Context: an optimization exercise on an open-source flow, tuned for small area and a short achievable clock period. The choices shown serve that exercise and are no tape-out recipe. Function was checked by simulation only, so behaviour that the tests miss may differ from the original. Power and IR drop assume default switching activity.

## flow/design.v (module list and top-level ports; edited modules follow where they fit)
// module full_adder: 10 lines
// module adder: 29 lines
// module shifter_left: 17 lines
// module shifter_right_arth: 17 lines
// module shifter_right_logic: 17 lines
// module alu: 100 lines
// module aludecode: 51 lines
// module brc: 40 lines
// module imm_gen: 21 lines
// module controller: 173 lines
// module regfile: 41 lines
// module SimpleFIFO: 42 lines
// module prefetch_buffer: 90 lines
// module hazard_unit_always_non_taken: 37 lines
// module lsu: 234 lines
// module pipelined: 545 lines
module pipelined(
    input  logic            i_clk, 
    input  logic            i_reset, 
    output logic [31:0]     o_pc_debug,
    output logic            o_ctrl, 
    output logic            o_mispred,
    output logic            o_insn_vld, 
    output logic [31:0]     o_io_ledr, 
    output logic [31:0]     o_io_ledg, 
    output logic [6:0]      o_io_hex0,
    output logic [6:0]      o_io_hex1,
    output logic [6:0]      o_io_hex2,
    output logic [6:0]      o_io_hex3,
    output logic [6:0]      o_io_hex4,
    output logic [6:0]      o_io_hex5,
    output logic [6:0]      o_io_hex6,
    output logic [6:0]      o_io_hex7,
    output logic [31:0]     o_io_lcd, 
    input  logic [31:0]     i_io_sw,
    output logic [31:0]     o_imem_addr,
    output logic            o_imem_req,
    input  logic [31:0]     i_imem_rdata,
    output logic [31:0]     o_dmem_addr_a,
    output logic [31:0]     o_dmem_addr_b,
    output logic [31:0]     o_dmem_wdata_a,
    output logic [31:0]     o_dmem_wdata_b,
    output logic [3:0]      o_dmem_bmask_a,
    output logic [3:0]      o_dmem_bmask_b,
    output logic            o_dmem_wren_a,
    output logic            o_dmem_wren_b,
    input  logic [31:0]     i_dmem_rdata_a,
    input  logic [31:0]     i_dmem_rdata_b
);
  // ...
==> flow/run.sh <==
#!/bin/bash
# synth_recipe.tcl (not shown) runs the flow's synth.tcl, then flattens the netlist and writes it again
# the make line also repeats each setting of config.mk as NAME=value (left out here)
make -C /OpenROAD-flow-scripts/flow DESIGN_CONFIG=/design/flow/config.mk WORK_HOME=/design/flow/orfs CLKGATE_MAP_FILE= SYNTH_SCRIPT=/design/flow/synth_recipe.tcl finish
==> flow/config.mk <==
export PLATFORM = sky130hd
export DESIGN_NAME = pipelined
export DESIGN_NICKNAME = pipelined
export VERILOG_FILES = /design/flow/design.v
export SDC_FILE = /design/flow/constraint.sdc
export NUM_CORES = 4
export LEC_CHECK = 0
export CAP_MARGIN = 20
export CORE_MARGIN = 2
export CORE_UTILIZATION = 30
export SLEW_MARGIN = 20
==> flow/constraint.sdc <==
create_clock -name core_clock -period 18.5 [get_ports {i_clk}]
set_input_delay 3.7000 -clock core_clock [delete_from_list [all_inputs] [get_ports {i_clk}]]
set_output_delay 3.7000 -clock core_clock [all_outputs]
set_load 0.01 [all_outputs]
==> results_dict.tcl, run 1 <==
set metrics [dict create \
    avgSynthCellArea_um2 9.381 \
    initial_core_util_pct 30.16 \
    holdPathEnd "reg_EX_MEM[7]" \
    clock_buffers 281 \
    final_common_cell "dfrtp_1" \
    reg2reg_from "reg_EX_MEM[3]" \
    place_hpwl_um 354900 \
    cp-start-kind "input pin" \
    worst_ep_arrival_time_ns 18.95 \
    startpoint "i_dmem_rdata_a[18]" \
    rsz0062_at_grt "false" \
    routabilityCongestion 1.055 \
    tns_ns 0 \
    seq-power_uw 7020 \
    status "finished clean" \
    p_int_uw 11860 \
    largest_register_ffs 992 \
    reg2reg_to "pc_if[31]" \
    htreeDepth 4 \
    busiest_layer "met2" \
    well_tap_count 4180 \
    seq_share_pct 40.90 \
    synthXorXnorAreaFrac_pct 1.460 \
    synth_top_family_by_area "compound AO/OA/AOI/OAI gates" \
    finalWirelength_um 527500 \
    numPlacedInstances 14267 \
    multiInputGateArea_mm2 0.04540 \
    seqCellArea_mm2 0.04601 \
    final_max_slew_viol_count 0 \
    cts_max_path_buffers 4 \
]
==> module alu, before the edit <==
module alu (
    input  logic [31:0] i_operand_a,  
    input  logic [31:0] i_operand_b,  
    input  logic [3:0]  i_alu_op,     
    output logic [31:0] o_alu_data    
);
localparam logic [3:0] ADD  = 4'b0000;
localparam logic [3:0] SUB  = 4'b0001;
localparam logic [3:0] SLT  = 4'b0010;
localparam logic [3:0] SLTU = 4'b0011;
localparam logic [3:0] XOR  = 4'b0100;
localparam logic [3:0] OR   = 4'b0101;
localparam logic [3:0] AND  = 4'b0110;
localparam logic [3:0] SLL  = 4'b0111;
localparam logic [3:0] SRL  = 4'b1000;
localparam logic [3:0] SRA  = 4'b1001;
logic [31:0] b_path; 
logic  cin_path; 
logic [31:0] b_path_4op; 
logic cin_path_4op; 
logic [31:0] sum_path; 
logic [31:0] shrl_path; 
logic [31:0] shll_path; 
logic [31:0] shra_path; 
logic cout_path; 
logic sel_path; 
logic signA, signB, signDiff, overflow, res;
assign sel_path = (~i_alu_op[3]) & (~i_alu_op[2]) & (i_alu_op[1] | i_alu_op[0]);  
assign b_path     = sel_path ? (~i_operand_b) : i_operand_b; 
assign cin_path   = sel_path; 
adder adder_0 (
    .op_a(i_operand_a),
    .op_b(b_path),
    .cin(cin_path),
    .sum(sum_path),
    .cout(cout_path)
);
shifter_right_logic shrl0 (
    .a_in(i_operand_a),
    .shamt(i_operand_b[4:0]),
    .a_out(shrl_path)
);
shifter_left shll0 (
    .a_in(i_operand_a),
    .shamt(i_operand_b[4:0]),
    .a_out(shll_path)
);
shifter_right_arth shra0 (
    .a_in(i_operand_a),
    .shamt(i_operand_b[4:0]),
    .a_out(shra_path)
);
always_comb begin
    signA =0; 
	 signB=0; 
	 signDiff = 0;
	 overflow = 0; 
	 res = 0;
    case (i_alu_op)
    ADD: begin
        o_alu_data = sum_path[31:0];
    end
    SUB: begin
        o_alu_data = sum_path[31:0];
    end
    SLT: begin
    signA = i_operand_a[31]; 
    signB = i_operand_b[31];
    signDiff = sum_path[31]; 
    overflow = (signA ^ signB) & (signDiff ^ signA);  
    res = signDiff ^ overflow;
    o_alu_data = {31'h0, res};
    end
    SLTU: begin
    o_alu_data = {31'b0, ~cout_path};
    end
    XOR: begin
        o_alu_data = i_operand_a ^ i_operand_b;
    end
    OR: begin
        o_alu_data = i_operand_a | i_operand_b;
    end
    AND: begin
        o_alu_data = i_operand_a & i_operand_b;
    end
    SLL: begin
        o_alu_data = shll_path;
    end
    SRL: begin
        o_alu_data = shrl_path;
    end
    SRA: begin
        o_alu_data = shra_path;
    end
    default: begin
        o_alu_data = sum_path[31:0];
    end
    endcase
end
endmodule
==> module regfile, before the edit <==
module regfile (
    input                       i_clk, 
    input                       i_reset,
    input         [4:0]         i_rs1_addr, 
    input         [4:0]         i_rs2_addr, 
    output logic  [31:0]        o_rs1_data, 
    output logic  [31:0]        o_rs2_data, 
    input         [4:0]         i_rd_addr, 
    input         [31:0]        i_rd_data,
    input                       i_rd_wren
);
    logic [31:0]  reg_mem [0:31]; 
    always_ff @(posedge i_clk, posedge i_reset)begin 
        if (i_reset) begin 
            for (int i=0; i<32; i++) begin 
                reg_mem[i] <= 32'd0;
            end
        end 
        else begin 
            if (i_rd_wren) begin 
                reg_mem[i_rd_addr] <= i_rd_data;
            end 
        end 
    end 
     always_comb begin 
        if (i_rd_wren && (i_rs1_addr==i_rd_addr) && (i_rs1_addr!=0)) begin
            o_rs1_data = i_rd_data;
        end 
        else begin 
            o_rs1_data = (i_rs1_addr == 5'd0) ? 32'd0 : reg_mem[i_rs1_addr];
        end 
     end
    always_comb begin 
        if (i_rd_wren && (i_rs2_addr==i_rd_addr) && (i_rs2_addr!=0)) begin
            o_rs2_data = i_rd_data;
        end 
        else begin 
            o_rs2_data = (i_rs2_addr == 5'd0) ? 32'd0 : reg_mem[i_rs2_addr];
        end 
     end
endmodule
==> module lsu, before the edit <==
module lsu (
    input logic         i_clk,
    input logic         i_reset,
    input logic [31:0]  i_lsu_addr,
    input logic [31:0]  i_st_data,
    input logic [1:0]   i_lsu_size,   
    input logic         i_lsu_wren,
    input logic         i_lsu_signed,
    output logic [31:0] o_ld_data,
    output logic [31:0] o_io_ledr,
    output logic [31:0] o_io_ledg,
    output logic [6:0]  o_io_hex0, o_io_hex1, o_io_hex2, o_io_hex3,  
    output logic [6:0]  o_io_hex4, o_io_hex5, o_io_hex6, o_io_hex7,  
    output logic [31:0] o_io_lcd,
    input  logic [31:0] i_io_sw,
    output logic [31:0] o_dmem_addr_a,
    output logic [31:0] o_dmem_addr_b,
    output logic [31:0] o_dmem_wdata_a,
    output logic [31:0] o_dmem_wdata_b,
    output logic [3:0]  o_dmem_bmask_a,
    output logic [3:0]  o_dmem_bmask_b,
    output logic        o_dmem_wren_a,
    output logic        o_dmem_wren_b,
    input  logic [31:0] i_dmem_rdata_a,
    input  logic [31:0] i_dmem_rdata_b
);
    logic [31:0] aligned_addr;
    logic [1:0]  byte_offset;
    logic [31:0] mem_addr;
    logic [31:0] mem_addr_a;
    logic [31:0] mem_addr_b;
    logic        misalign; 
    logic [31:0] i_st_data_a; 
    logic [31:0] i_st_data_b; 
    logic [31:0] i_st_data_temp;
    logic        i_lsu_wren_a;
    logic        i_lsu_wren_b; 
    logic [31:0] r_data;
    logic [31:0] r_data_a;
    logic [31:0] r_data_b;
    logic [3:0]  mem_bmask; 
    logic [3:0]  mem_bmask_a;
    logic [3:0]  mem_bmask_b;
    logic [31:0] r_switch; 
    logic [31:0] r_seven_seg_0; 
    logic [31:0] r_seven_seg_1;
    logic [31:0] r_ledr; 
    logic [31:0] r_ledg;
    logic [31:0] r_lcd ; 
    assign o_dmem_addr_a  = mem_addr_a;
    assign o_dmem_addr_b  = mem_addr_b;
    assign o_dmem_wdata_a = i_st_data_a;
    assign o_dmem_wdata_b = i_st_data_b;
    assign o_dmem_bmask_a = mem_bmask_a;
    assign o_dmem_bmask_b = mem_bmask_b;
    assign o_dmem_wren_a  = i_lsu_wren_a;
    assign o_dmem_wren_b  = i_lsu_wren_b;
    assign r_data_a       = i_dmem_rdata_a;
    assign r_data_b       = i_dmem_rdata_b;
    assign misalign = ((i_lsu_size == 2'b10) && (byte_offset != 2'b00)) ? 1'b1 : 
                      ((i_lsu_size == 2'b01) && (byte_offset[0])) ? 1'b1 : 1'b0;
    always_comb begin 
        if (!misalign) begin
            mem_bmask_a = mem_bmask; 
            mem_bmask_b = 4'b0; 
            i_st_data_a = i_st_data_temp;  
            i_st_data_b = 32'b0;
            mem_addr_a = mem_addr; 
            mem_addr_b = 32'b0; 
            r_data = r_data_a; 
            i_lsu_wren_a = i_lsu_wren; 
            i_lsu_wren_b = 1'b0; 
        end else begin  
            mem_addr_a = mem_addr; 
            mem_addr_b = mem_addr + 1'b1;  
            i_lsu_wren_a = i_lsu_wren; 
            i_lsu_wren_b = i_lsu_wren; 
            if (i_lsu_size == 2'b10) begin 
                case (byte_offset)
                2'b01: begin
                    i_st_data_a = {i_st_data[23:0],8'b0};  
                    i_st_data_b = {24'b0,i_st_data[31:24]}; 
                    mem_bmask_a = 4'b1110; 
                    mem_bmask_b = 4'b0001;
                    r_data = {r_data_b[7:0],r_data_a[31:8]};
                end 
                2'b10: begin
                    i_st_data_a = {i_st_data[15:0],16'b0};  
                    i_st_data_b = {16'b0,i_st_data[31:16]}; 
                    mem_bmask_a = 4'b1100; 
                    mem_bmask_b = 4'b0011;
                    r_data = {r_data_b[15:0],r_data_a[31:16]};
                end 
                2'b11: begin 
                    i_st_data_a = {i_st_data[7:0],24'b0};  
                    i_st_data_b = {8'b0,i_st_data[31:8]}; 
                    mem_bmask_a = 4'b1000; 
                    mem_bmask_b = 4'b0111;
                    r_data = {r_data_b[23:0],r_data_a[31:24]};
                end 
                default: begin
                    i_st_data_a = {i_st_data[23:0],8'b0};  
                    i_st_data_b = {24'b0,i_st_data[31:24]}; 
                    mem_bmask_a = 4'b1110; 
                    mem_bmask_b = 4'b0001;
                    r_data = {r_data_b[7:0],r_data_a[31:8]};
                end 
                endcase 
            end else begin
                case(byte_offset)
                2'b01: begin
                    i_st_data_a = {8'b0,i_st_data[15:0],8'b0};  
                    i_st_data_b = 32'b0; 
                    mem_bmask_a = 4'b0110; 
                    mem_bmask_b = 4'b0000;
                    r_data = {16'b0,r_data_a[23:8]};
                end 
                2'b11: begin
                    i_st_data_a = {i_st_data[7:0],24'b0};  
                    i_st_data_b = {24'b0,i_st_data[15:8]}; 
                    i_st_data_a = {i_st_data[23:0],8'b0};  
                    i_st_data_b = {24'b0,i_st_data[31:24]};
                    mem_bmask_a = 4'b1000; 
                    mem_bmask_b = 4'b0001;
                    r_data = {16'b0,r_data_b[7:0],r_data_a[31:24]};
                end 
                default: begin
						  i_st_data_a = {8'b0,i_st_data[15:0],8'b0};  
                    i_st_data_b = 32'b0; 
                    mem_bmask_a = 4'b0110; 
                    mem_bmask_b = 4'b0000;
                    r_data = {16'b0,r_data_a[23:8]};
                end 
                endcase 
            end
        end 
    end 
    assign aligned_addr = {i_lsu_addr[31:2], 2'b00};
    assign byte_offset  = i_lsu_addr[1:0];
     assign mem_addr = {2'b0, i_lsu_addr[31:2]}; 
    always_comb begin 
        if (i_lsu_addr <= 32'h0000_7FFF) begin
            i_st_data_temp = i_st_data;
            case (i_lsu_size)
                2'b00: begin  
                i_st_data_temp = (byte_offset == 2'b00) ? {24'b0,i_st_data[7:0]} : 
                                 (byte_offset == 2'b01) ? {16'b0,i_st_data[7:0],8'b0} : 
                                 (byte_offset == 2'b10) ? {8'b0,i_st_data[7:0],16'b0} :
                                 (byte_offset == 2'b11) ? {i_st_data[7:0],24'b0} : {24'b0,i_st_data[7:0]};
                mem_bmask = (byte_offset == 2'b00) ? (4'b0001) : 
                            (byte_offset == 2'b01) ? (4'b0010) : 
                            (byte_offset == 2'b10) ? (4'b0100) :
                            (byte_offset == 2'b11) ? (4'b1000) : (4'b0001); 
                end
                2'b01: begin  
                mem_bmask = (byte_offset[1] == 1'b0) ? (4'b0011) : 
                            (byte_offset[1] == 1'b1) ? (4'b1100) : (4'b0011);
                i_st_data_temp = (byte_offset[1] == 1'b0) ? {16'b0,i_st_data[15:0]} : 
                                 (byte_offset[1] == 1'b1) ? {i_st_data[15:0], 16'b0} : {16'b0,i_st_data[15:0]};
                end
                default: begin 
                mem_bmask = 4'b1111;
					 i_st_data_temp = i_st_data; 
                end 
            endcase
        end else begin 
            mem_bmask = 4'b0000;
			   i_st_data_temp = i_st_data;	
        end 
    end
  always_ff @(posedge i_clk or posedge i_reset) begin
        if (i_reset) begin
            r_ledr <= 0;
            r_ledg <= 0;
            r_lcd  <= 0;
            r_seven_seg_0 <= 0;
            r_seven_seg_1 <= 0;
        end else begin 
	 if (i_lsu_wren) begin
            case (i_lsu_addr)
                32'h1000_0000: r_ledr <= i_st_data;
                32'h1000_1000: r_ledg <= i_st_data;
                32'h1000_2000: r_seven_seg_0 <= i_st_data;
                32'h1000_3000: r_seven_seg_1 <= i_st_data;
                32'h1000_4000: r_lcd   <= i_st_data;
            endcase
         end
      end 
    end
    assign r_switch = i_io_sw;
    assign o_io_lcd = {r_lcd[31],20'b0,r_lcd[10:0]};
    assign o_io_ledg = {24'b0,r_ledg[7:0]}; 
    assign o_io_ledr = {15'b0,r_ledr[16:0]};
    assign o_io_hex0 = r_seven_seg_0[6:0];
    assign o_io_hex1 = r_seven_seg_0[14:8];
    assign o_io_hex2 = r_seven_seg_0[22:16];
    assign o_io_hex3 = r_seven_seg_0[30:24];
    assign o_io_hex4 = r_seven_seg_1[6:0];
    assign o_io_hex5 = r_seven_seg_1[14:8];
    assign o_io_hex6 = r_seven_seg_1[22:16];
    assign o_io_hex7 = r_seven_seg_1[30:24];
    always_comb begin
        o_ld_data = 32'd0;
          if (i_lsu_addr <= 32'h0000_7FFF) begin
            case (i_lsu_size)
                2'b00: begin  
                    o_ld_data = (byte_offset == 2'b00) ? {{24{i_lsu_signed & r_data[7]}}, r_data[7:0]} :
                                (byte_offset == 2'b01) ? {{24{i_lsu_signed & r_data[15]}}, r_data[15:8]} :
                                (byte_offset == 2'b10) ? {{24{i_lsu_signed & r_data[23]}}, r_data[23:16]} :
                                                         {{24{i_lsu_signed & r_data[31]}}, r_data[31:24]};
                end
                2'b01: begin  
                    o_ld_data = (byte_offset[1] == 1'b1) ? {{16{i_lsu_signed&r_data[31]}},r_data[31:16]} : {{16{i_lsu_signed&r_data[15]}},r_data[15:0]}; 
                end
                2'b10: begin  
                    o_ld_data = r_data;
                end
                default: begin 
                    o_ld_data = r_data;
                end 
            endcase
    end else begin 
            case (i_lsu_addr)
                32'h1000_0000: o_ld_data = r_ledr;
                32'h1000_1000: o_ld_data = r_ledg;
                32'h1000_2000: o_ld_data = r_seven_seg_0;
                32'h1000_3000: o_ld_data = r_seven_seg_1;
                32'h1000_4000: o_ld_data = r_lcd;
                32'h1001_0000: o_ld_data = r_switch;
		default o_ld_data = r_data; 
            endcase
    end  
    end
endmodule
==> run 2: changes to the inputs <==
==> flow/design.v (replaced) <==
module alu (
    input  logic [31:0] i_operand_a,
    input  logic [31:0] i_operand_b,
    input  logic [3:0]  i_alu_op,
    output logic [31:0] o_alu_data
);
    wire sub = (i_alu_op == 4'd1) | (i_alu_op == 4'd2) | (i_alu_op == 4'd3);
    wire [31:0] bx = i_operand_b ^ {32{sub}};
    wire [33:0] s  = {1'b0, i_operand_a, 1'b1} + {1'b0, bx, sub};
    wire [31:0] sum  = s[32:1];
    wire        cout = s[33];
    wire slt  = (i_operand_a[31] ^ i_operand_b[31]) ? i_operand_a[31] : sum[31];
    wire sltu = ~cout;
    wire        left  = (i_alu_op == 4'd7);
    wire        arith = (i_alu_op == 4'd9);
    logic [31:0] a_rev, sr_rev;
    always_comb for (int i = 0; i < 32; i++) a_rev[i] = i_operand_a[31-i];
    wire [31:0] sh_in = left ? a_rev : i_operand_a;
    wire [63:0] sh_x  = {{32{arith & i_operand_a[31]}}, sh_in};
    wire [63:0] sr    = sh_x >> i_operand_b[4:0];
    always_comb for (int i = 0; i < 32; i++) sr_rev[i] = sr[31-i];
    wire [31:0] shout = left ? sr_rev : sr[31:0];
    always_comb begin
        case (i_alu_op)
            4'd2:    o_alu_data = {31'd0, slt};
            4'd3:    o_alu_data = {31'd0, sltu};
            4'd4:    o_alu_data = i_operand_a ^ i_operand_b;
            4'd5:    o_alu_data = i_operand_a | i_operand_b;
            4'd6:    o_alu_data = i_operand_a & i_operand_b;
            4'd7, 4'd8, 4'd9: o_alu_data = shout;
            default: o_alu_data = sum;
        endcase
    end
endmodule
module regfile (input i_clk, input i_reset, input [4:0] i_rs1_addr, input [4:0] i_rs2_addr,
 output logic [31:0] o_rs1_data, output logic [31:0] o_rs2_data, input [4:0] i_rd_addr, input [31:0] i_rd_data, input i_rd_wren);
    logic [31:0]  reg_mem [0:31];
    logic [31:0]  reg_vld;
    always_ff @(posedge i_clk) if (i_rd_wren && (i_rd_addr != 5'd0)) reg_mem[i_rd_addr] <= i_rd_data;
    always_ff @(posedge i_clk, posedge i_reset) if (i_reset) reg_vld <= '0; else if (i_rd_wren && (i_rd_addr != 5'd0)) reg_vld[i_rd_addr] <= 1'b1;
    logic [31:0] rd1, rd2;
    wire byp1 = i_rd_wren && (i_rs1_addr == i_rd_addr) && (i_rs1_addr != 5'd0);
    wire byp2 = i_rd_wren && (i_rs2_addr == i_rd_addr) && (i_rs2_addr != 5'd0);
    assign o_rs1_data = byp1 ? i_rd_data : rd1;
    assign o_rs2_data = byp2 ? i_rd_data : rd2;
    logic [31:0] s1, s2;
    always_comb begin
      for (int i=0;i<32;i++) begin
        s1[i] = (i_rs1_addr[4:2]==i[4:2]) && (i_rs1_addr[1:0]==i[1:0]) && reg_vld[i] && i!=0;
        s2[i] = (i_rs2_addr[4:2]==i[4:2]) && (i_rs2_addr[1:0]==i[1:0]) && reg_vld[i] && i!=0;
      end
      rd1 = 0; rd2 = 0;
      for (int i=1;i<32;i++) begin rd1 = rd1 | ({32{s1[i]}} & reg_mem[i]); rd2 = rd2 | ({32{s2[i]}} & reg_mem[i]); end
    end
endmodule
module ldfmt #(parameter int LDS_N = 27) (
    input  logic [LDS_N-1:0] s,
    input  logic [31:0]      ra,
    input  logic [31:0]      rb,
    input  logic [31:0]      p,
    input  logic [159:0]     c,       
    input  logic [31:0]      sw,
    output logic [31:0]      y
);
    localparam int LS_RA  = 0;
    localparam int LS_W1  = 1;
    localparam int LS_W2  = 2;
    localparam int LS_W3  = 3;
    localparam int LS_H3  = 4;
    localparam int LS_H1  = 5;
    localparam int LS_B0  = 6;    
    localparam int LS_BS0 = 10;   
    localparam int LS_HL  = 14;
    localparam int LS_HLS = 15;
    localparam int LS_HH  = 16;
    localparam int LS_HHS = 17;
    localparam int LS_HM  = 18;
    localparam int LS_HMS = 19;
    localparam int LS_C0  = 20;   
    localparam int LS_P   = 25;
    localparam int LS_SW  = 26;
    function automatic [31:0] rep(input logic b);
        rep = {32{b}};
    endfunction
    always_comb begin
        y = (rep(s[LS_RA]) & ra)
          | (rep(s[LS_W1]) & {rb[7:0],  ra[31:8]})
          | (rep(s[LS_W2]) & {rb[15:0], ra[31:16]})
          | (rep(s[LS_W3]) & {rb[23:0], ra[31:24]})
          | (rep(s[LS_H3]) & {16'd0, rb[7:0], ra[31:24]})
          | (rep(s[LS_H1]) & {16'd0, ra[23:8]})
          | (rep(s[LS_B0+0]) & {24'd0, ra[7:0]})
          | (rep(s[LS_B0+1]) & {24'd0, ra[15:8]})
          | (rep(s[LS_B0+2]) & {24'd0, ra[23:16]})
          | (rep(s[LS_B0+3]) & {24'd0, ra[31:24]})
          | {{24{s[LS_BS0+0] & ra[7]}},  8'd0}
          | {{24{s[LS_BS0+1] & ra[15]}}, 8'd0}
          | {{24{s[LS_BS0+2] & ra[23]}}, 8'd0}
          | {{24{s[LS_BS0+3] & ra[31]}}, 8'd0}
          | (rep(s[LS_HL]) & {16'd0, ra[15:0]})
          | {{16{s[LS_HLS] & ra[15]}}, 16'd0}
          | (rep(s[LS_HH]) & {16'd0, ra[31:16]})
          | {{16{s[LS_HHS] & ra[31]}}, 16'd0}
          | (rep(s[LS_HM]) & {16'd0, ra[23:8]})
          | {{16{s[LS_HMS] & ra[23]}}, 16'd0}
          | (rep(s[LS_C0+0]) & c[0 +: 32])
          | (rep(s[LS_C0+1]) & c[32 +: 32])
          | (rep(s[LS_C0+2]) & c[64 +: 32])
          | (rep(s[LS_C0+3]) & c[96 +: 32])
          | (rep(s[LS_C0+4]) & c[128 +: 32])
          | (rep(s[LS_P]) & p)
          | (rep(s[LS_SW]) & sw);
    end
endmodule
module lsu #(parameter int LDS_N = 27) (
    input  logic        i_clk,
    input  logic        i_reset,
    input  logic [31:0] i_lsu_addr,
    input  logic [31:0] i_st_data,
    input  logic [1:0]  i_lsu_size,    
    input  logic        i_lsu_wren,
    input  logic        i_lsu_sext,    
    output logic [LDS_N-1:0] o_ld_sel,      
    output logic [31:0] o_io_p,
    output logic [159:0] o_io_r,
    output logic [31:0] o_io_ledr,
    output logic [31:0] o_io_ledg,
    output logic [31:0] o_io_seg0,
    output logic [31:0] o_io_seg1,
    output logic [31:0] o_io_lcd,
    input  logic [31:0] i_io_sw,
    output logic [31:0] o_dmem_addr_a,
    output logic [31:0] o_dmem_addr_b,
    output logic [31:0] o_dmem_wdata_a,
    output logic [31:0] o_dmem_wdata_b,
    output logic [3:0]  o_dmem_bmask_a,
    output logic [3:0]  o_dmem_bmask_b,
    output logic        o_dmem_wren_a,
    output logic        o_dmem_wren_b,
    input  logic [31:0] i_dmem_rdata_a,
    input  logic [31:0] i_dmem_rdata_b
);
    localparam int LS_RA  = 0;
    localparam int LS_W1  = 1;
    localparam int LS_W2  = 2;
    localparam int LS_W3  = 3;
    localparam int LS_H3  = 4;
    localparam int LS_H1  = 5;
    localparam int LS_B0  = 6;    
    localparam int LS_BS0 = 10;   
    localparam int LS_HL  = 14;
    localparam int LS_HLS = 15;
    localparam int LS_HH  = 16;
    localparam int LS_HHS = 17;
    localparam int LS_HM  = 18;
    localparam int LS_HMS = 19;
    localparam int LS_C0  = 20;   
    localparam int LS_P   = 25;
    localparam int LS_SW  = 26;
    wire [1:0]  off    = i_lsu_addr[1:0];
    wire        is_w   = i_lsu_size[1];
    wire        is_h   = (i_lsu_size == 2'b01);
    wire        is_b   = (i_lsu_size == 2'b00);
    wire        mis    = (i_lsu_size == 2'b10 && off != 2'b00) || (is_h && off[0]);
    wire        in_mem = (i_lsu_addr[31:15] == 17'd0);
    wire [29:0] waddr  = i_lsu_addr[31:2];
    assign o_dmem_addr_a = {2'b00, waddr};
    assign o_dmem_addr_b = mis ? {1'b0, {1'b0, waddr} + 31'd1} : 32'd0;
    assign o_dmem_wren_a = i_lsu_wren;
    assign o_dmem_wren_b = i_lsu_wren & mis;
    wire [31:0] st = i_st_data;
    always_comb begin
        o_dmem_wdata_b = 32'd0;
        o_dmem_bmask_b = 4'b0000;
        if (!mis) begin
            if (!in_mem) begin
                o_dmem_bmask_a = 4'b0000;
                o_dmem_wdata_a = st;
            end else if (is_b) begin
                o_dmem_bmask_a = 4'b0001 << off;
                o_dmem_wdata_a = {24'd0, st[7:0]} << {off, 3'b000};
            end else if (is_h) begin
                o_dmem_bmask_a = off[1] ? 4'b1100 : 4'b0011;
                o_dmem_wdata_a = off[1] ? {st[15:0], 16'd0} : {16'd0, st[15:0]};
            end else begin
                o_dmem_bmask_a = 4'b1111;
                o_dmem_wdata_a = st;
            end
        end else if (is_w) begin
            case (off)
                2'b10: begin
                    o_dmem_wdata_a = {st[15:0], 16'd0}; o_dmem_bmask_a = 4'b1100;
                    o_dmem_wdata_b = {16'd0, st[31:16]}; o_dmem_bmask_b = 4'b0011;
                end
                2'b11: begin
                    o_dmem_wdata_a = {st[7:0], 24'd0};  o_dmem_bmask_a = 4'b1000;
                    o_dmem_wdata_b = {8'd0, st[31:8]};  o_dmem_bmask_b = 4'b0111;
                end
                default: begin
                    o_dmem_wdata_a = {st[23:0], 8'd0};  o_dmem_bmask_a = 4'b1110;
                    o_dmem_wdata_b = {24'd0, st[31:24]}; o_dmem_bmask_b = 4'b0001;
                end
            endcase
        end else if (off[1]) begin    
            o_dmem_wdata_a = {st[23:0], 8'd0};  o_dmem_bmask_a = 4'b1000;
            o_dmem_wdata_b = {24'd0, st[31:24]}; o_dmem_bmask_b = 4'b0001;
        end else begin                
            o_dmem_wdata_a = {8'd0, st[15:0], 8'd0}; o_dmem_bmask_a = 4'b0110;
        end
    end
    logic [31:0] io_cledr, io_cledg, io_cseg0, io_cseg1, io_clcd;
    logic [31:0] io_p;
    logic [2:0]  io_pend;    
    wire io_hit = (i_lsu_addr[31:15] == 17'h02000) && (i_lsu_addr[11:0] == 12'd0)
                  && (i_lsu_addr[14:12] <= 3'd4);
    always_ff @(posedge i_clk or posedge i_reset) begin
        if (i_reset) begin
            io_cledr <= 0; io_cledg <= 0; io_cseg0 <= 0; io_cseg1 <= 0; io_clcd <= 0;
            io_pend <= 3'd0;
        end else begin
            if (io_pend == 3'd1) io_cledr <= io_p;
            if (io_pend == 3'd2) io_cledg <= io_p;
            if (io_pend == 3'd3) io_cseg0 <= io_p;
            if (io_pend == 3'd4) io_cseg1 <= io_p;
            if (io_pend == 3'd5) io_clcd  <= io_p;
            io_pend <= (i_lsu_wren && io_hit) ? i_lsu_addr[14:12] + 3'd1 : 3'd0;
        end
    end
    always_ff @(posedge i_clk) io_p <= st;
    assign o_io_ledr = io_cledr;
    assign o_io_ledg = io_cledg;
    assign o_io_seg0 = io_cseg0;
    assign o_io_seg1 = io_cseg1;
    assign o_io_lcd  = io_clcd;
    wire io_rd  = (i_lsu_addr[31:15] == 17'h02000) && (i_lsu_addr[11:0] == 12'd0);
    wire io_any = io_rd && (i_lsu_addr[14:12] <= 3'd4);
    wire sw_sel = (i_lsu_addr == 32'h1001_0000);
    wire dflt   = !in_mem && !io_any && !sw_sel;
    wire sel_r  = (in_mem && is_w) || dflt;
    wire sx     = i_lsu_sext;
    logic [4:0] io_k, pend_k;
    always_comb begin
        for (int k = 0; k < 5; k++) begin
            io_k[k]   = io_rd && (i_lsu_addr[14:12] == k[2:0]);
            pend_k[k] = (io_pend == k[2:0] + 3'd1);
        end
    end
    always_comb begin
        o_ld_sel = '0;
        o_ld_sel[LS_RA] = sel_r && !mis;
        o_ld_sel[LS_W1] = sel_r && mis && is_w && off == 2'b01;
        o_ld_sel[LS_W2] = sel_r && mis && is_w && off == 2'b10;
        o_ld_sel[LS_W3] = sel_r && mis && is_w && off == 2'b11;
        o_ld_sel[LS_H3] = sel_r && mis && !is_w && off[1];
        o_ld_sel[LS_H1] = sel_r && mis && !is_w && !off[1];
        for (int k = 0; k < 4; k++) begin
            o_ld_sel[LS_B0 + k]  = in_mem && is_b && off == k[1:0];
            o_ld_sel[LS_BS0 + k] = in_mem && is_b && off == k[1:0] && sx;
        end
        o_ld_sel[LS_HL]  = in_mem && is_h && off == 2'b00;
        o_ld_sel[LS_HLS] = in_mem && is_h && off == 2'b00 && sx;
        o_ld_sel[LS_HH]  = in_mem && is_h && off == 2'b10;
        o_ld_sel[LS_HHS] = in_mem && is_h && off == 2'b10 && sx;
        o_ld_sel[LS_HM]  = in_mem && is_h && off == 2'b01;
        o_ld_sel[LS_HMS] = in_mem && is_h && off == 2'b01 && sx;
        for (int k = 0; k < 5; k++) o_ld_sel[LS_C0 + k] = io_k[k] && !pend_k[k];
        o_ld_sel[LS_P]  = |(io_k & pend_k);
        o_ld_sel[LS_SW] = sw_sel;
    end
    assign o_io_p    = io_p;
    assign o_io_r[0 +: 32] = io_cledr;
    assign o_io_r[32 +: 32] = io_cledg;
    assign o_io_r[64 +: 32] = io_cseg0;
    assign o_io_r[96 +: 32] = io_cseg1;
    assign o_io_r[128 +: 32] = io_clcd;
endmodule
module pipelined(
    input  logic            i_clk,
    input  logic            i_reset,
    output logic [31:0]     o_pc_debug,
    output logic            o_ctrl,
    output logic            o_mispred,
    output logic            o_insn_vld,
    output logic [31:0]     o_io_ledr,
    output logic [31:0]     o_io_ledg,
    output logic [6:0]      o_io_hex0,
    output logic [6:0]      o_io_hex1,
    output logic [6:0]      o_io_hex2,
    output logic [6:0]      o_io_hex3,
    output logic [6:0]      o_io_hex4,
    output logic [6:0]      o_io_hex5,
    output logic [6:0]      o_io_hex6,
    output logic [6:0]      o_io_hex7,
    output logic [31:0]     o_io_lcd,
    input  logic [31:0]     i_io_sw,
    output logic [31:0]     o_imem_addr,
    output logic            o_imem_req,
    input  logic [31:0]     i_imem_rdata,
    output logic [31:0]     o_dmem_addr_a,
    output logic [31:0]     o_dmem_addr_b,
    output logic [31:0]     o_dmem_wdata_a,
    output logic [31:0]     o_dmem_wdata_b,
    output logic [3:0]      o_dmem_bmask_a,
    output logic [3:0]      o_dmem_bmask_b,
    output logic            o_dmem_wren_a,
    output logic            o_dmem_wren_b,
    input  logic [31:0]     i_dmem_rdata_a,
    input  logic [31:0]     i_dmem_rdata_b
);
    localparam int LDS_N = 27;
    assign o_ctrl    = 1'b1;
    assign o_mispred = 1'b1;
    logic        stall;       
    logic        pc_sel;      
    logic [31:0] alu_out;
    logic [31:0] wb_data;
    logic [1:0]  pf_state;
    logic [31:2] fetch_addr;
    logic [31:0] fifo_mem0, fifo_mem1;
    logic        fifo_wp, fifo_rp;
    logic [1:0]  fifo_cnt;
    wire steady     = (pf_state == 2'd2);
    wire fifo_full  = (fifo_cnt == 2'd2);
    wire fifo_empty = (fifo_cnt == 2'd0);
    wire fetch_req  = (pf_state == 2'd0) | (pf_state == 2'd1) | (steady & ~fifo_full);
    wire fifo_wr    = ((pf_state == 2'd1) | steady) & ~fifo_full;
    wire fifo_rd    = steady & ~fifo_empty & ~stall;
    wire [31:0] inst_if = fifo_rp ? fifo_mem1 : fifo_mem0;
    assign o_imem_addr = {2'b00, fetch_addr};
    assign o_imem_req  = fetch_req;
    always_ff @(posedge i_clk or posedge i_reset) begin
        if (i_reset) begin
            pf_state   <= 2'd0;
            fetch_addr <= '0;
            fifo_wp    <= 1'b0;
            fifo_rp    <= 1'b0;
            fifo_cnt   <= 2'd0;
        end else begin
            case (pf_state)
                2'd0:    pf_state <= 2'd1;
                2'd1:    pf_state <= 2'd2;
                2'd2:    if (pc_sel) pf_state <= 2'd3;
                default: pf_state <= 2'd0;
            endcase
            if (pc_sel)         fetch_addr <= alu_out[31:2];
            else if (fetch_req) fetch_addr <= fetch_addr + 30'd1;
            if (pc_sel) begin
                fifo_wp  <= 1'b0;
                fifo_rp  <= 1'b0;
                fifo_cnt <= 2'd0;
            end else begin
                if (fifo_wr) fifo_wp <= ~fifo_wp;
                if (fifo_rd) fifo_rp <= ~fifo_rp;
                fifo_cnt <= fifo_cnt + {1'b0, fifo_wr} - {1'b0, fifo_rd};
            end
        end
    end
    always_ff @(posedge i_clk) begin
        if (fifo_wr & ~pc_sel & ~fifo_wp) fifo_mem0 <= i_imem_rdata;
        if (fifo_wr & ~pc_sel &  fifo_wp) fifo_mem1 <= i_imem_rdata;
    end
    logic [31:0] pc_if;
    wire if_adv = steady & ~stall;
    always_ff @(posedge i_clk or posedge i_reset) begin
        if (i_reset)     pc_if <= '0;
        else if (if_adv) pc_if <= pc_sel ? alu_out : pc_if + 32'd4;
    end
    logic [31:0] id_pc, id_inst;
    always_ff @(posedge i_clk or posedge i_reset) begin
        if (i_reset) begin
            id_pc <= '0; id_inst <= '0;
        end else if (pc_sel) begin
            id_pc <= '0; id_inst <= '0;
        end else if (if_adv) begin
            id_pc <= pc_if; id_inst <= inst_if;
        end
    end
    wire [6:0] opc = id_inst[6:0];
    wire [2:0] f3  = id_inst[14:12];
    wire [4:0] id_rs1 = id_inst[19:15];
    wire [4:0] id_rs2 = id_inst[24:20];
    wire [4:0] id_rd  = id_inst[11:7];
    wire op_r     = (opc == 7'b0110011);
    wire op_i     = (opc == 7'b0010011);
    wire op_l     = (opc == 7'b0000011);
    wire op_s     = (opc == 7'b0100011);
    wire op_b     = (opc == 7'b1100011);
    wire op_jal   = (opc == 7'b1101111);
    wire op_jalr  = (opc == 7'b1100111);
    wire op_lui   = (opc == 7'b0110111);
    wire op_auipc = (opc == 7'b0010111);
    wire       d_vld     = op_r | op_i | op_l | op_s | op_b | op_jal | op_jalr | op_lui | op_auipc;
    wire       d_reg_wen = op_r | op_i | op_l | op_jal | op_jalr | op_lui | op_auipc;
    wire [1:0] d_a_sel   = (op_b | op_jal | op_auipc) ? 2'b01 : op_lui ? 2'b10 : 2'b00;
    wire       d_b_sel   = d_vld & ~op_r;
    wire [1:0] d_wb_sel  = (op_r | op_i | op_lui | op_auipc) ? 2'b01 : (op_jal | op_jalr) ? 2'b10 : 2'b00;
    wire       d_dmem_we = op_s | op_auipc;
    wire       d_jump    = op_jal | op_jalr;
    wire       d_lsu_signed = op_l & f3[2];
    wire [1:0] d_lsu_size   = (op_l | op_s) ? f3[1:0] : 2'b00;
    logic [3:0] d_alu_op;
    always_comb begin
        d_alu_op = 4'd0;
        if (op_r) begin
            case ({id_inst[30], f3})
                4'b1000: d_alu_op = 4'd1;
                4'b0001: d_alu_op = 4'd7;
                4'b0010: d_alu_op = 4'd2;
                4'b0011: d_alu_op = 4'd3;
                4'b0100: d_alu_op = 4'd4;
                4'b0101: d_alu_op = 4'd8;
                4'b1101: d_alu_op = 4'd9;
                4'b0110: d_alu_op = 4'd5;
                4'b0111: d_alu_op = 4'd6;
                default: d_alu_op = 4'd0;
            endcase
        end else if (op_i) begin
            case (f3)
                3'b001:  d_alu_op = 4'd7;
                3'b010:  d_alu_op = 4'd2;
                3'b011:  d_alu_op = 4'd3;
                3'b100:  d_alu_op = 4'd4;
                3'b101:  d_alu_op = id_inst[30] ? 4'd9 : 4'd8;
                3'b110:  d_alu_op = 4'd5;
                3'b111:  d_alu_op = 4'd6;
                default: d_alu_op = 4'd0;
            endcase
        end
    end
    logic [31:0] d_imm;
    always_comb begin
        if (op_s)
            d_imm = {{20{id_inst[31]}}, id_inst[31:25], id_inst[11:7]};
        else if (op_b)
            d_imm = {{20{id_inst[31]}}, id_inst[7], id_inst[30:25], id_inst[11:8], 1'b0};
        else if (op_jal)
            d_imm = {{12{id_inst[31]}}, id_inst[19:12], id_inst[20], id_inst[30:21], 1'b0};
        else if (op_lui | op_auipc)
            d_imm = {id_inst[31:12], 12'd0};
        else
            d_imm = {{20{id_inst[31]}}, id_inst[31:20]};
    end
    logic        wb_reg_wen;
    logic [4:0]  wb_rd;
    logic [31:0] rs1_data, rs2_data;
    regfile regfile_inst (
        .i_clk      (i_clk),
        .i_reset    (i_reset),
        .i_rs1_addr (id_rs1),
        .i_rs2_addr (id_rs2),
        .o_rs1_data (rs1_data),
        .o_rs2_data (rs2_data),
        .i_rd_addr  (wb_rd),
        .i_rd_data  (wb_data),
        .i_rd_wren  (wb_reg_wen)
    );
    logic [31:0] ex_pc, ex_rs1, ex_rs2, ex_imm;
    logic [4:0]  ex_rd;
    logic [2:0]  ex_f3;
    logic        ex_isb, ex_jump;
    logic [3:0]  ex_alu_op;
    logic [1:0]  ex_a_sel;
    logic        ex_b_sel;
    logic        ex_dmem_we;
    logic [1:0]  ex_wb_sel;
    logic        ex_lsu_signed;
    logic [1:0]  ex_lsu_size;
    logic        ex_vld;
    logic        ex_reg_wen;
    logic [1:0]  ex_fa, ex_fb;    
    logic        mem_reg_wen;
    logic [4:0]  mem_rd;
    assign stall = (ex_wb_sel == 2'b00) && (ex_rd != 5'd0) && ((ex_rd == id_rs1) || (ex_rd == id_rs2));
    wire fa_mem = ex_reg_wen  && (ex_rd  != 5'd0) && (ex_rd  == id_rs1);
    wire fa_wb  = mem_reg_wen && (mem_rd != 5'd0) && (mem_rd == id_rs1);
    wire fb_mem = ex_reg_wen  && (ex_rd  != 5'd0) && (ex_rd  == id_rs2);
    wire fb_wb  = mem_reg_wen && (mem_rd != 5'd0) && (mem_rd == id_rs2);
    always_ff @(posedge i_clk or posedge i_reset) begin
        if (i_reset) begin
            ex_pc <= '0; ex_rs1 <= '0; ex_rs2 <= '0; ex_imm <= '0;
            ex_rd <= '0; ex_f3 <= '0; ex_isb <= 1'b0; ex_jump <= 1'b0;
            ex_alu_op <= '0; ex_a_sel <= '0; ex_b_sel <= 1'b0; ex_dmem_we <= 1'b0;
            ex_wb_sel <= '0; ex_lsu_signed <= 1'b0; ex_lsu_size <= '0; ex_vld <= 1'b0;
            ex_reg_wen <= 1'b0; ex_fa <= '0; ex_fb <= '0;
        end else if (stall | pc_sel) begin
            ex_pc <= '0; ex_rs1 <= '0; ex_rs2 <= '0; ex_imm <= '0;
            ex_rd <= '0; ex_f3 <= '0; ex_isb <= 1'b0; ex_jump <= 1'b0;
            ex_alu_op <= '0; ex_a_sel <= '0; ex_b_sel <= 1'b0; ex_dmem_we <= 1'b0;
            ex_wb_sel <= '0; ex_lsu_signed <= 1'b0; ex_lsu_size <= '0; ex_vld <= 1'b0;
            ex_reg_wen <= 1'b0; ex_fa <= '0; ex_fb <= '0;
        end else begin
            ex_pc <= id_pc; ex_rs1 <= rs1_data; ex_rs2 <= rs2_data; ex_imm <= d_imm;
            ex_rd <= id_rd; ex_f3 <= f3; ex_isb <= op_b; ex_jump <= d_jump;
            ex_alu_op <= d_alu_op; ex_a_sel <= d_a_sel; ex_b_sel <= d_b_sel; ex_dmem_we <= d_dmem_we;
            ex_wb_sel <= d_wb_sel; ex_lsu_signed <= d_lsu_signed; ex_lsu_size <= d_lsu_size; ex_vld <= d_vld;
            ex_reg_wen <= d_reg_wen;
            ex_fa <= {fa_mem, fa_wb & ~fa_mem};
            ex_fb <= {fb_mem, fb_wb & ~fb_mem};
        end
    end
    logic [31:0] mem_alu, wb_alu;
    logic [31:0] wb_pc;
    logic [1:0]  wb_sel;
    logic [LDS_N-1:0] ld_sel;
    logic [31:0] io_p;
    logic [159:0] io_r;
    wire [31:0] wb_pc4   = wb_pc + 32'd4;
    wire        wsel_ld  = (wb_sel == 2'b00) | (wb_sel == 2'b11);
    wire        wsel_alu = (wb_sel == 2'b01);
    wire        wsel_pc4 = (wb_sel == 2'b10);
    logic [31:0] opa, opb;
    logic [31:0] opa_ld, opa_base;
    wire ex_fa_wb = ex_fa[0] & ~ex_fa[1];
    ldfmt ldfmt_opa (
        .s (ld_sel & {LDS_N{wsel_ld & ex_fa_wb}}), .ra (i_dmem_rdata_a), .rb (i_dmem_rdata_b),
        .p (io_p), .c (io_r), .sw (i_io_sw), .y (opa_ld)
    );
    always_comb begin
        if (ex_a_sel == 2'b01)      opa_base = ex_pc;
        else if (ex_a_sel == 2'b10) opa_base = 32'd0;
        else                        opa_base = ex_rs1;
    end
    assign opa = opa_ld
               | ({32{ex_fa_wb & wsel_alu}} & wb_alu)
               | ({32{ex_fa_wb & wsel_pc4}} & wb_pc4)
               | ({32{ex_fa[1]}} & mem_alu)
               | ({32{ex_fa == 2'b00}} & opa_base);
    always_comb begin
        if (ex_fb[1])      opb = mem_alu;
        else if (ex_fb[0]) opb = wb_alu;
        else if (ex_b_sel) opb = ex_imm;
        else               opb = ex_rs2;
    end
    alu alu_inst (
        .i_operand_a (opa),
        .i_operand_b (opb),
        .i_alu_op    (ex_alu_op),
        .o_alu_data  (alu_out)
    );
    wire br_eq  = (ex_rs1 == ex_rs2);
    wire br_ltu = (ex_rs1 < ex_rs2);
    wire br_lt  = (ex_rs1[31] ^ ex_rs2[31]) ? ex_rs1[31] : br_ltu;
    logic br_taken;
    always_comb begin
        case (ex_f3)
            3'b000:  br_taken = br_eq;
            3'b001:  br_taken = ~br_eq;
            3'b100:  br_taken = br_lt;
            3'b101:  br_taken = ~br_lt;
            3'b110:  br_taken = br_ltu;
            3'b111:  br_taken = ~br_ltu;
            default: br_taken = 1'b0;
        endcase
    end
    assign pc_sel = ex_isb ? br_taken : ex_jump;
    logic [31:0] mem_pc, mem_rs2;
    logic        mem_dmem_we;
    logic [1:0]  mem_wb_sel;
    logic        mem_lsu_signed;
    logic [1:0]  mem_lsu_size;
    logic        mem_vld;
    always_ff @(posedge i_clk or posedge i_reset) begin
        if (i_reset) begin
            mem_pc <= '0; mem_alu <= '0; mem_rs2 <= '0; mem_rd <= '0;
            mem_dmem_we <= 1'b0; mem_wb_sel <= '0; mem_lsu_signed <= 1'b0; mem_lsu_size <= '0;
            mem_vld <= 1'b0; mem_reg_wen <= 1'b0;
        end else begin
            mem_pc <= ex_pc; mem_alu <= alu_out; mem_rs2 <= ex_rs2; mem_rd <= ex_rd;
            mem_dmem_we <= ex_dmem_we; mem_wb_sel <= ex_wb_sel; mem_lsu_signed <= ex_lsu_signed;
            mem_lsu_size <= ex_lsu_size; mem_vld <= ex_vld; mem_reg_wen <= ex_reg_wen;
        end
    end
    logic [31:0] io_ledr, io_ledg, io_seg0, io_seg1, io_lcd;
    lsu lsu_inst (
        .i_clk          (i_clk),
        .i_reset        (i_reset),
        .i_lsu_addr     (mem_alu),
        .i_st_data      (mem_rs2),
        .i_lsu_size     (mem_lsu_size),
        .i_lsu_wren     (mem_dmem_we),
        .i_lsu_sext     (~mem_lsu_signed),
        .o_ld_sel       (ld_sel),
        .o_io_p         (io_p),
        .o_io_r         (io_r),
        .o_io_ledr      (io_ledr),
        .o_io_ledg      (io_ledg),
        .o_io_seg0      (io_seg0),
        .o_io_seg1      (io_seg1),
        .o_io_lcd       (io_lcd),
        .i_io_sw        (i_io_sw),
        .o_dmem_addr_a  (o_dmem_addr_a),
        .o_dmem_addr_b  (o_dmem_addr_b),
        .o_dmem_wdata_a (o_dmem_wdata_a),
        .o_dmem_wdata_b (o_dmem_wdata_b),
        .o_dmem_bmask_a (o_dmem_bmask_a),
        .o_dmem_bmask_b (o_dmem_bmask_b),
        .o_dmem_wren_a  (o_dmem_wren_a),
        .o_dmem_wren_b  (o_dmem_wren_b),
        .i_dmem_rdata_a (i_dmem_rdata_a),
        .i_dmem_rdata_b (i_dmem_rdata_b)
    );
    logic        wb_vld;
    always_ff @(posedge i_clk or posedge i_reset) begin
        if (i_reset) begin
            wb_pc <= '0; wb_alu <= '0; wb_rd <= '0; wb_reg_wen <= 1'b0; wb_sel <= '0; wb_vld <= 1'b0;
        end else begin
            wb_pc <= mem_pc; wb_alu <= mem_alu; wb_rd <= mem_rd; wb_reg_wen <= mem_reg_wen;
            wb_sel <= mem_wb_sel; wb_vld <= mem_vld;
        end
    end
    logic [31:0] wb_ld;
    ldfmt ldfmt_wb (
        .s (ld_sel & {LDS_N{wsel_ld}}), .ra (i_dmem_rdata_a), .rb (i_dmem_rdata_b),
        .p (io_p), .c (io_r), .sw (i_io_sw), .y (wb_ld)
    );
    assign wb_data = wb_ld | ({32{wsel_alu}} & wb_alu) | ({32{wsel_pc4}} & wb_pc4);
    assign o_pc_debug = wb_pc;
    assign o_insn_vld = wb_vld;
    assign o_io_ledr  = {15'd0, io_ledr[16:0]};
    assign o_io_ledg  = {24'd0, io_ledg[7:0]};
    assign o_io_lcd   = {io_lcd[31], 20'd0, io_lcd[10:0]};
    assign o_io_hex0  = io_seg0[6:0];
    assign o_io_hex1  = io_seg0[14:8];
    assign o_io_hex2  = io_seg0[22:16];
    assign o_io_hex3  = io_seg0[30:24];
    assign o_io_hex4  = io_seg1[6:0];
    assign o_io_hex5  = io_seg1[14:8];
    assign o_io_hex6  = io_seg1[22:16];
    assign o_io_hex7  = io_seg1[30:24];
endmodule
==> run 2 against run 1 <==
Against the previous run: non-clock buffer count fell by 257; hold slack got worse by 0.0053 ns; critical endpoint is now fetch_addr[16]; largest cell class unchanged; flip-flop and latch count shrank 72; critical path type unchanged; critical path depth down 29; clock skew is 0.043 ns lower; power fell by 34%; area after synthesis down 9.1%.
==> results_dict.tcl, run 2 <==
set metrics [dict create \
    status "finished clean" \
    route.detailed.drc 0 \
    clk_pin_slew_ns 0.07 \
    yosys.area.top_type "edfxtp_1" \
    combPwrFrac_pct 39.0 \
    fin_crit_ns 10.74 \
    wl_met2_um 198600 \
    regMostFlops "regfile_inst.reg_mem" \
    htreeDepth 4 \
    yosysUniqueCellTypes 107 \
    maxCapViolations 0 \
    ant_nets 0 \
    worst_ep_arrival_time_ns 11.45 \
    ys.flop_type "edfxtp_1" \
    drive_above_1_share_pct 9.890 \
    r2r_slack_ns 8.80 \
    final_common_cell "edfxtp_1" \
    fin_crit_sh_pct 58.07 \
    p_sw_share_pct 43.64 \
    cp-start-kind "input pin" \
    io_pins 488 \
    ys_warn_count 5 \
    critPathMaxFanout 12 \
    async_flop_share_pct 37.93 \
    drt-met1-wl_um 163100 \
    p_clk_share_pct 24.0 \
    rsz0062_at_grt "false" \
    tns_ns 0 \
    die_x_um 543.2 \
    routabilityCongestion 1.035 \
    grt_pass1_vias 73490 \
    max_freq_mhz 93.09 \
    antenna_found_initial 48 \
    cts_buffers 184 \
    synth_area_mm2 0.08722 \
    final_max_slew_viol_count 0 \
    vias_per_cell 6.538 \
    cts.sinks 1753 \
    grt_usage_pct 30.51 \
    synth_area_leaders "edfxtp_1, dfrtp_1, a221oi_1" \
    largest_register_ffs 992 \
    cp.required_ns 19.21 \
    tightest_slew_ns 1.287 \
    firstDrtPassIters 10 \
    ctsHoldBuffers 0 \
    synth-edff-count 1056 \
    net-switching-power_uw 7077 \
    setup_viol 0 \
    cts_max_path_buffers 3 \
    pwr-share-seq_pct 37.0 \
    power_density_mw_per_mm2 159.2 \
    whs_ns 0.3446 \
    rows 197 \
    synthCells 7898 \
    hold_path.class "reg2reg" \
    insertion_delay_ns 0.90 \
    ys_top_cells_by_count "edfxtp_1, nand2_1, dfrtp_1" \
    grt-ovfl-total 0 \
    nets 8316 \
    syn2layout_area_growth_pct 16.82 \
    yosysMostFrequentCell "edfxtp_1" \
    die_height_um 543.2 \
    coreArea_mm2 0.2886 \
    wl_per_cell_um 38.79 \
    grt_max_degree 158 \
    p_leak_uw 0.03763 \
    synth_top_area_share_pct 36.36 \
    ys_ff_latch 1753 \
    grt_pass1_wl_um 624900 \
    avgSynthCellArea_um2 11.04 \
    fillCellCount 28299 \
    p_int_uw 9141 \
    final_cell_mix "edfxtp_1, nand2_1, dfrtp_1, nor2_1, clkdlybuf4s50_1" \
    crit_type "in2reg" \
    initial_core_util_pct 30.22 \
    cp-end-kind "flip-flop" \
    slew-limit-headroom_pct 13.42 \
    top_layer "met5" \
    cts_root_buf "clkbuf_16" \
    port_buffers 404 \
    fin_skew_ns 0.09144 \
    cts_resized 0 \
    place_hpwl_um 308600 \
    wl_met3_um 67800 \
    drtIter0Drc 16592 \
    finalWirelength_um 469700 \
    vias 79180 \
    post-cts-setup-buffers 0 \
    cts_tree "done" \
    peakVddDrop_v 0.0001344 \
    ys_seq_area_share_pct 56.17 \
    die_area_mm2 0.2951 \
    hold_viol_final 0 \
]
==> run 2: cell types whose count changed after synthesis, sizes merged, moves of 137 or more <==
| cell | change |
|---|---|
| a21oi | -192 |
| clkbuf | -246 |
| dfrtp | -1095 |
| edfxtp | +992 |
| mux2 | -137 |
| nand2 | -596 |
| o21ai | -1003 |
==> run 2: per-layer routing <==
metal	vias to the layer above	global-route usage (%)
li1	30618	-
met1	38708	36.96
met2	7722	45.41
met3	2104	10.71
met4	28	20.84
met5	-	0.1461
==> run 2: power groups by stage <==
| stage | clock (uW) | sequential [uW] | combinational (uW) |
|---|---|---|---|
| after detailed placement | 0 | 6040 | 6040 |
| after global routing | 4060 | 6010 | 6540 |
| final | 3890 | 5990 | 6330 |
| after global placement | 0 | 6030 | 6020 |
| after CTS | 3910 | 5970 | 6070 |
| after floorplan | 0 | 5570 | 3350 |
==> run 2: kinds of logic after synthesis <==
| logic type | synth area share [%] |
|---|---|
| flops | 56.17 |
| other cells | 0.008611 |
| mux | 1.666 |
| compound gates | 19.86 |
| buf+inv | 5.061 |
| fa+ha+maj | 2.166 |
| xor+xnor | 1.747 |
| simple gates | 13.32 |
==> run 2: worst paths after layout <==
kind | startpoint | to | cells past startpoint
max reg2reg | mem_alu[1] | fetch_addr[30] | 27
max in group asynchronous | i_reset | ex_rs2[27] | 6
min reg2reg | mem_pc[22] | wb_pc[22] | 0
min in group asynchronous | i_reset | lsu_inst.io_cseg0[26] | 3
min | mem_pc[22] | wb_pc[22] | 0
max | i_dmem_rdata_a[15] | fetch_addr[16] | 16
==> run 2: layout make-up <==
cell class                      instances  area [um2]  share of cell area [%]
Multi-Input combinational cell       5253       34900                   34.26
Timing Repair Buffer                  673        6086                   5.973
Inverter                              170       641.9                  0.6300
Clock inverter                        107        1299                   1.275
Tap cell                             3880        4855                   4.765
Clock buffer                          234        5005                   4.912
Antenna cell                           40       100.1                 0.09824
Sequential cell                      1753       49000                   48.09
==> run 2: stage by stage <==
step           cells  total power (uW)  setup WS (ns)  utilization [%]  area, um2
6_report       12110             16220          7.757            35.30     101900
5_1_grt        12092             16600          7.794            35.29     101800
4_1_cts        12070             15940          8.256            35.24     101700
3_5_place_dp   11729             12090          7.403            33.06      95410
3_3_place_gp   11728             12050          7.404            33.05      95400
2_1_floorplan   7971              8912          5.708                -      87500
==> run 2: critical path, cell delays in order <==
cell,delay (ns)
clkdlybuf4s50_1,0.83
mux2_2,0.50
nand3_1,0.21
a211oi_1,0.16
o21bai_2,0.51
nand2_1,0.57
nor4_1,1.14
nor2_1,0.12
buf_4,0.22
o21ai_1,0.59
a221oi_1,0.30
a31oi_1,0.83
a221oi_1,0.23
a211oi_1,0.99
nor2_1,0.19
mux2_2,0.32
==> run 3: changes to the inputs <==
--- a/flow/config.mk
+++ b/flow/config.mk
@@ -8,4 +8,4 @@
 export CAP_MARGIN = 20
 export CORE_MARGIN = 2
-export CORE_UTILIZATION = 30
+export CORE_UTILIZATION = 55
 export SLEW_MARGIN = 20
==> run 3 against run 2 <==
Against the previous run: via count increased by 1.1%; critical path type unchanged; still clean on timing, DRC and antenna; first-iteration DRC count rose by 7.8%; largest cell class unchanged; routed wire length shrank 8.9%; setup slack improved by 0.26 ns; power shrank 2.0%; area after synthesis unchanged; clock skew is 0.011 ns lower; highest routed layer unchanged.
==> results_dict.tcl, run 3 <==
set metrics [dict create \
    synthCells 7898 \
    hold_start "mem_pc[29]" \
    insertion_delay_ns 0.88 \
    port_buffers 404 \
    hold_viol_final 0 \
    grt_pass1_vias 73765 \
    largest_register_ffs 992 \
    place_hpwl_um 272200 \
    cp-end-kind "flip-flop" \
    power_density_mw_per_mm2 160.5 \
    synth_area_mm2 0.08722 \
    vias 80048 \
    r2r_cells 26 \
    synth_compound_area_share_pct 19.86 \
    grt_pass1_wl_um 582200 \
    cts_tree "done" \
    htreeDepth 4 \
    rsz0062_at_grt "false" \
    cts_max_path_buffers 3 \
    ant_nets 0 \
    yosys.area.top_type "edfxtp_1" \
    ys_warn_count 5 \
    io_pins 488 \
    regMostFlops "regfile_inst.reg_mem" \
    die_x_um 402.2 \
    p_leak_uw 0.03756 \
    hold_depth 0 \
    holdPathEnd "wb_pc[29]" \
    reg2reg_to "pc_if[28]" \
    fin_crit_ns 10.49 \
    rows 146 \
    final_max_slew_viol_count 0 \
    fin_crit_sh_pct 56.68 \
    yosysUniqueCellTypes 107 \
    synth_area_leaders "edfxtp_1, dfrtp_1, a221oi_1" \
    final_cell_mix "edfxtp_1, nand2_1, dfrtp_1, nor2_1, clkdlybuf4s50_1" \
    slew-limit-headroom_pct 11.44 \
    async_flop_share_pct 37.93 \
    avgSynthCellArea_um2 11.04 \
    die_height_um 402.2 \
    die_area_mm2 0.1618 \
    clk_pin_slew_ns 0.06 \
    synthMuxAreaShare_pct 1.666 \
    synthXorXnorAreaFrac_pct 1.747 \
    tns_ns 0 \
    cts_resized 0 \
    fillCellCount 12627 \
    drive_above_1_share_pct 9.471 \
    setup_viol 0 \
    vias_per_cell 7.798 \
    peakVddDrop_v 0.0001208 \
    cp.required_ns 19.15 \
    grt-ovfl-total 0 \
    final_common_cell "edfxtp_1" \
    cts_root_buf "clkbuf_16" \
    r2r_slack_ns 8.82 \
    grt_max_degree 168 \
    worst_ep_arrival_time_ns 11.14 \
    ys_ff_latch 1753 \
    synth-adder-area-share_pct 2.166 \
    ctsHoldBuffers 0 \
    reg2reg_from "mem_alu[14]" \
    crit_type "in2reg" \
    ys_top_cells_by_count "edfxtp_1, nand2_1, dfrtp_1" \
    max_freq_mhz 95.37 \
    nets 8302 \
    wl_per_cell_um 41.66 \
    ys_seq_area_share_pct 56.17 \
    post-cts-setup-buffers 0 \
    maxCapViolations 0 \
    cp-start-kind "input pin" \
    route.detailed.drc 0 \
    critPathMaxFanout 11 \
    ys.flop_type "edfxtp_1" \
    synth-edff-count 1056 \
    grt_usage_pct 51.53 \
    fin_skew_ns 0.07996 \
    synth_top_area_share_pct 36.36 \
    routabilityCongestion 1.072 \
    coreArea_mm2 0.1580 \
    synthSimpleGateAreaFrac_pct 13.32 \
    power_uw 15890 \
    initial_core_util_pct 55.20 \
    status "finished clean" \
    finalWirelength_um 427700 \
    tightest_slew_ns 1.316 \
    cts.sinks 1753 \
    cts_buffers 179 \
    antenna_found_initial 22 \
    firstDrtPassIters 13 \
    syn2layout_area_growth_pct 13.53 \
    synth_top_family_by_area "compound AO/OA/AOI/OAI gates" \
    yosysMostFrequentCell "edfxtp_1" \
    drtIter0Drc 17881 \
    hold_path.class "reg2reg" \
]
run 3: cell counts after synthesis:
Identical to the previous run, type by type.
run 3: cell families (layout without fill, tap and decap cells):
family                   Yosys count  after routing
buffers and inverters            965           1166
adder cells (fa/ha/maj)          151            151
AND/OR/NAND/NOR                 2424           2424
flip-flops                      1753           1753
XOR/XNOR                         174            174
other                              2             96
AO/OA/AOI/OAI                   2294           2294
multiplexers                     135            135
run 3: layout make-up:
class | count | area (um2) | area share [%]
flip-flops and latches | 1753 | 49000 | 49.48
multi-input cells | 5253 | 34610 | 34.95
repair buffers | 664 | 6008 | 6.068
clock buffers | 243 | 5036 | 5.086
well taps | 2072 | 2592 | 2.618
clock inverters | 89 | 1077 | 1.088
inverters | 170 | 641.9 | 0.6482
diodes | 21 | 52.55 | 0.05307
run 3: where the power goes:
part	switching [uW]	leakage (uW)	total, uW	internal, uW
sequential	845	0.0185	6000	5150
combinational	4360	0.0161	6140	1780
clock	1640	0.00294	3760	2110
total	6850	0.0376	15900	9040
run 3: critical path, cell delays in order:
cell             delay (ns)
clkdlybuf4s50_1        0.58
mux2_2                 0.35
a32oi_1                0.30
or3_1                  0.15
a21o_1                 0.50
nand2_1                0.35
nor3_1                 0.88
nor2_1                 0.11
buf_4                  0.23
ha_1                   0.24
a2111oi_0              0.53
nand2_1                0.12
or4_1                  0.48
o21a_1                 0.24
o21ai_0                0.19
buf_4                  0.17
o211ai_1               0.16
a31o_2                 0.27
a211oi_1               0.24
nor3_1                 0.09
nor4bb_1               0.98
a221oi_1               0.23
run 3: metal layers:
layer / part of all wire, % / GRT usage [%]
met1: 33 / 63.72
met2: 41 / 72.96
met5: 0.030 / 0.2676
met4: 10 / 38.62
met3: 16 / 20.01
run 3: stage by stage:
stage                     worst slack [ns]  cells  util, %  hold slack [ns]  instance area [um2]
final                                8.015  10265    62.66           0.3453                99020
after global routing                 8.048  10247    62.64           0.3500                98970
after CTS                            8.531  10244    62.62           0.3470                98950
after detailed placement             7.706   9912    58.75           0.3347                92840
after global placement               7.738   9912    58.75           0.3329                92840
after floorplan                      5.708   7971        -           0.3312                87500
run 3: worst max path at each step:
stage | start | to
floorplan | i_reset | ex_a_sel[0]
global placement | i_dmem_rdata_a[7] | pc_if[28]
detailed placement | i_dmem_rdata_a[7] | pc_if[28]
CTS | i_dmem_rdata_a[7] | pc_if[28]
global route | i_dmem_rdata_a[7] | fetch_addr[30]
finish | i_dmem_rdata_a[7] | pc_if[28]

separate check: timing with driven ports:
The results above use ideal ports. As a check the final layouts listed here were re-extracted and re-timed, cells and wires unchanged.
Step 1 (the two cells are an assumption about what drives the block):
set clk [get_ports {i_clk}]
set_driving_cell -lib_cell sky130_fd_sc_hd__clkbuf_16 $clk
set_driving_cell -lib_cell sky130_fd_sc_hd__buf_2 [delete_from_list [all_inputs] $clk]
Step 2, shift: input delay + t, output delay - t, t = (earliest + latest rising clock arrival at the registers) / 2. This alone moves slack from input paths to output paths.
a / b / c = ideal / step 1 / step 2; a / b = the first two.
run	shift t [ns]	setup slack, ns	worst data-port slew with drivers (ns)
run 1	1.002	0.304 / 0.375 / -0.627	0.22
run 2	0.945	7.757 / 7.815 / 6.870	0.21
run 3	0.930	8.015 / 8.077 / 7.147	0.12
With both steps, setup timing fails in run 1, where it was met with ideal ports. For run 1, which loses most, drivers alone change the setup slack by +0.071 ns; drivers and shift together by -0.931 ns.
